What follows belongs to an exercise in optimizing a design on an open flow for small area, a short achievable clock period and few clock cycles; a production flow would make more cautious choices.
The RTL was checked by simulation tests, not by an equivalence proof against the original design.

Design HW3_FPMUL_SP, start of the top module:
module HW3_FPMUL_SP(Clk, Rst, St, FPmplier, FPmcand, Done, Ovf, Unf, FPproduct);
  input Clk, Rst, St;
  input [31:0] FPmcand;
  input [31:0] FPmplier;
  output reg Done;
  output Ovf, Unf;
  output [31:0] FPproduct;
  reg busy;                 
  reg [22:0] M;             
  reg [25:1] M3;            
  reg [8:0] ES;             
  reg sgn;
  reg [24:0] P;             
  wire [23:0] mi = {1'b1, FPmcand[22:0]};
  wire [24:0] qi = {1'b1, FPmplier[22:0], 1'b0};    
  wire [25:0] m3i = {1'b0, mi, 1'b0} + {2'b00, mi};
  reg [7:0] s1, s2, s3, s4, ng;    
  wire [7:0] s1i, s2i, s3i, s4i, ngi;
  genvar g;
  generate for (g = 0; g < 8; g = g + 1) begin : enc
    wire [3:0] b = qi[3*g+3:3*g];
    wire [2:0] v = {1'b0, b[2], 1'b0} + b[1] + b[0];
    wire [2:0] a = b[3] ? 3'd4 - v : v;
    assign s1i[g] = (a == 3'd1);
    assign s2i[g] = (a == 3'd2);
    assign s3i[g] = (a == 3'd3);
    assign s4i[g] = (a == 3'd4);
    assign ngi[g] = b[3];
  end endgenerate
  always @(posedge Clk) begin
    M <= FPmcand[22:0];
    M3 <= m3i[25:1];
    s1 <= s1i; s2 <= s2i; s3 <= s3i; s4 <= s4i; ng <= ngi;
  end
  wire [25:0] m1 = {2'b01, M};
  wire [25:0] m2 = {1'b1, M, 1'b0};
  ...
For scale: about 1800 cells after synthesis, roughly 120 flip-flops, roughly 100 I/O pins, roughly 17000 um^2 of cells after synthesis.
export LEC_CHECK = 0
export CAP_MARGIN = 20
export CORE_MARGIN = 2
export CORE_UTILIZATION = 40
export CTS_BUF_LIST = sky130_fd_sc_hd__clkbuf_4 sky130_fd_sc_hd__clkbuf_8
export SLEW_MARGIN = 20
create_clock -name core_clock -period 9.0 [get_ports {Clk}]
standard.sh (not shown) runs the stock make flow with config.mk's settings and CLKGATE_MAP_FILE= SYNTH_SCRIPT=/design/flow/synth_recipe.tcl, a recipe that flattens the netlist after the stock synthesis.
==> flow/flow/run.sh <==
#!/bin/bash
# The standard layout, except that the port buffers are buf_2 cells rather than the
# default pick; every input and output port still gets its own buffer.
bash standard.sh "BUFFER_PORTS_ARGS=-buffer_cell sky130_fd_sc_hd__buf_2" finish > standard.log 2>&1
The baseline produced a clean layout.
Testbench counts at the start, summed over its fixed seeds: cycles 16,000.
Rerun with:
==> flow/run.sh (new file) <==
#!/bin/bash
# synth_recipe.tcl (not shown) runs the flow's synth.tcl, then flattens the netlist and writes it again
# the make line also repeats each setting of config.mk as NAME=value (left out here)
make -C /OpenROAD-flow-scripts/flow DESIGN_CONFIG=/design/flow/config.mk WORK_HOME=/design/flow/orfs CLKGATE_MAP_FILE= SYNTH_SCRIPT=/design/flow/synth_recipe.tcl finish
--- a/flow/config.mk
+++ b/flow/config.mk
@@ -7,2 +7,3 @@
 export LEC_CHECK = 0
+export ABC_CLOCK_PERIOD_IN_PS = 1200
 export CAP_MARGIN = 20
@@ -11,2 +12,3 @@
 export CTS_BUF_LIST = sky130_fd_sc_hd__clkbuf_4 sky130_fd_sc_hd__clkbuf_8
+export SETUP_SLACK_MARGIN = 5
 export SLEW_MARGIN = 20
removed: flow/flow/run.sh
removed: flow/standard.sh
Effect: The changed run completed with no timing, DRC or antenna violations. Clock skew decreases by 11 ps. Sequential share of layout area decreases by 1.4 points. Synthesized area is unchanged. Flip-flop and latch count is unchanged. Fmax increases by about 23%. Global-route usage increases by 1.2 points. Clock-buffer cell count increases by 2. Die area is unchanged. Wire length increases by about 5.5%. Setup slack gets better by 1300 ps.

== juniper ==
Starting RTL as in the previous note.
export LEC_CHECK = 0
export ABC_CLOCK_PERIOD_IN_PS = 3500
export CAP_MARGIN = 20
export CORE_MARGIN = 2
export CORE_UTILIZATION = 40
export CTS_BUF_LIST = sky130_fd_sc_hd__clkbuf_4 sky130_fd_sc_hd__clkbuf_8
export SETUP_SLACK_MARGIN = 5
export SLEW_MARGIN = 20
create_clock -name core_clock -period 9.0 [get_ports {Clk}]
run.sh (not shown) runs the stock make flow with config.mk's settings and CLKGATE_MAP_FILE= SYNTH_SCRIPT=/design/flow/synth_recipe.tcl, a recipe that flattens the netlist after the stock synthesis.
Stock flow here: none of the scripts above is used.
juniper: done, clean on timing, DRC and antenna
Testbench counts of juniper, summed over its fixed seeds: cycles 16,000.
Changes in delta relative to juniper:
- changing ABC_CLOCK_PERIOD_IN_PS from 3500 to 300
Notes after the runs:
delta vs. juniper: post-CTS setup repair buffer count shows no meaningful change; chip width essentially unchanged.
Smallest hold slack: delta vs juniper identical
| non-clock buffer count | delta vs juniper | ≈ equal |

## re-timing with driven ports
Ports are ideal in the flow. The routed layouts listed here were re-timed in OpenROAD.
Step 1 (the two cells are an assumption about what drives the block):
set clk [get_ports {Clk}]
set_driving_cell -lib_cell sky130_fd_sc_hd__clkbuf_16 $clk
set_driving_cell -lib_cell sky130_fd_sc_hd__buf_2 [delete_from_list [all_inputs] $clk]
Step 2 moves the port delays by t, midway between the first and last clock arrival at a register: inputs arrive t later, outputs are due t later. That takes back most of the time a late clock gives input paths.
Slacks: ideal / step 1 / step 2; pairs: ideal / step 1.
| run | shift t [ns] | setup WS [ns] | cell pins on the clock port's net |
|---|---|---|---|
| the first run of note 1 | 0.566 | 2.351 / 2.351 / 2.351 | 1 |
| the second run of note 1 | 0.538 | 3.616 / 3.616 / 3.616 | 1 |
| juniper | 0.538 | 3.616 / 3.616 / 3.616 | 1 |
| delta | 0.538 | 3.616 / 3.616 / 3.616 | 1 |
After both steps setup and hold are still met in every run listed.
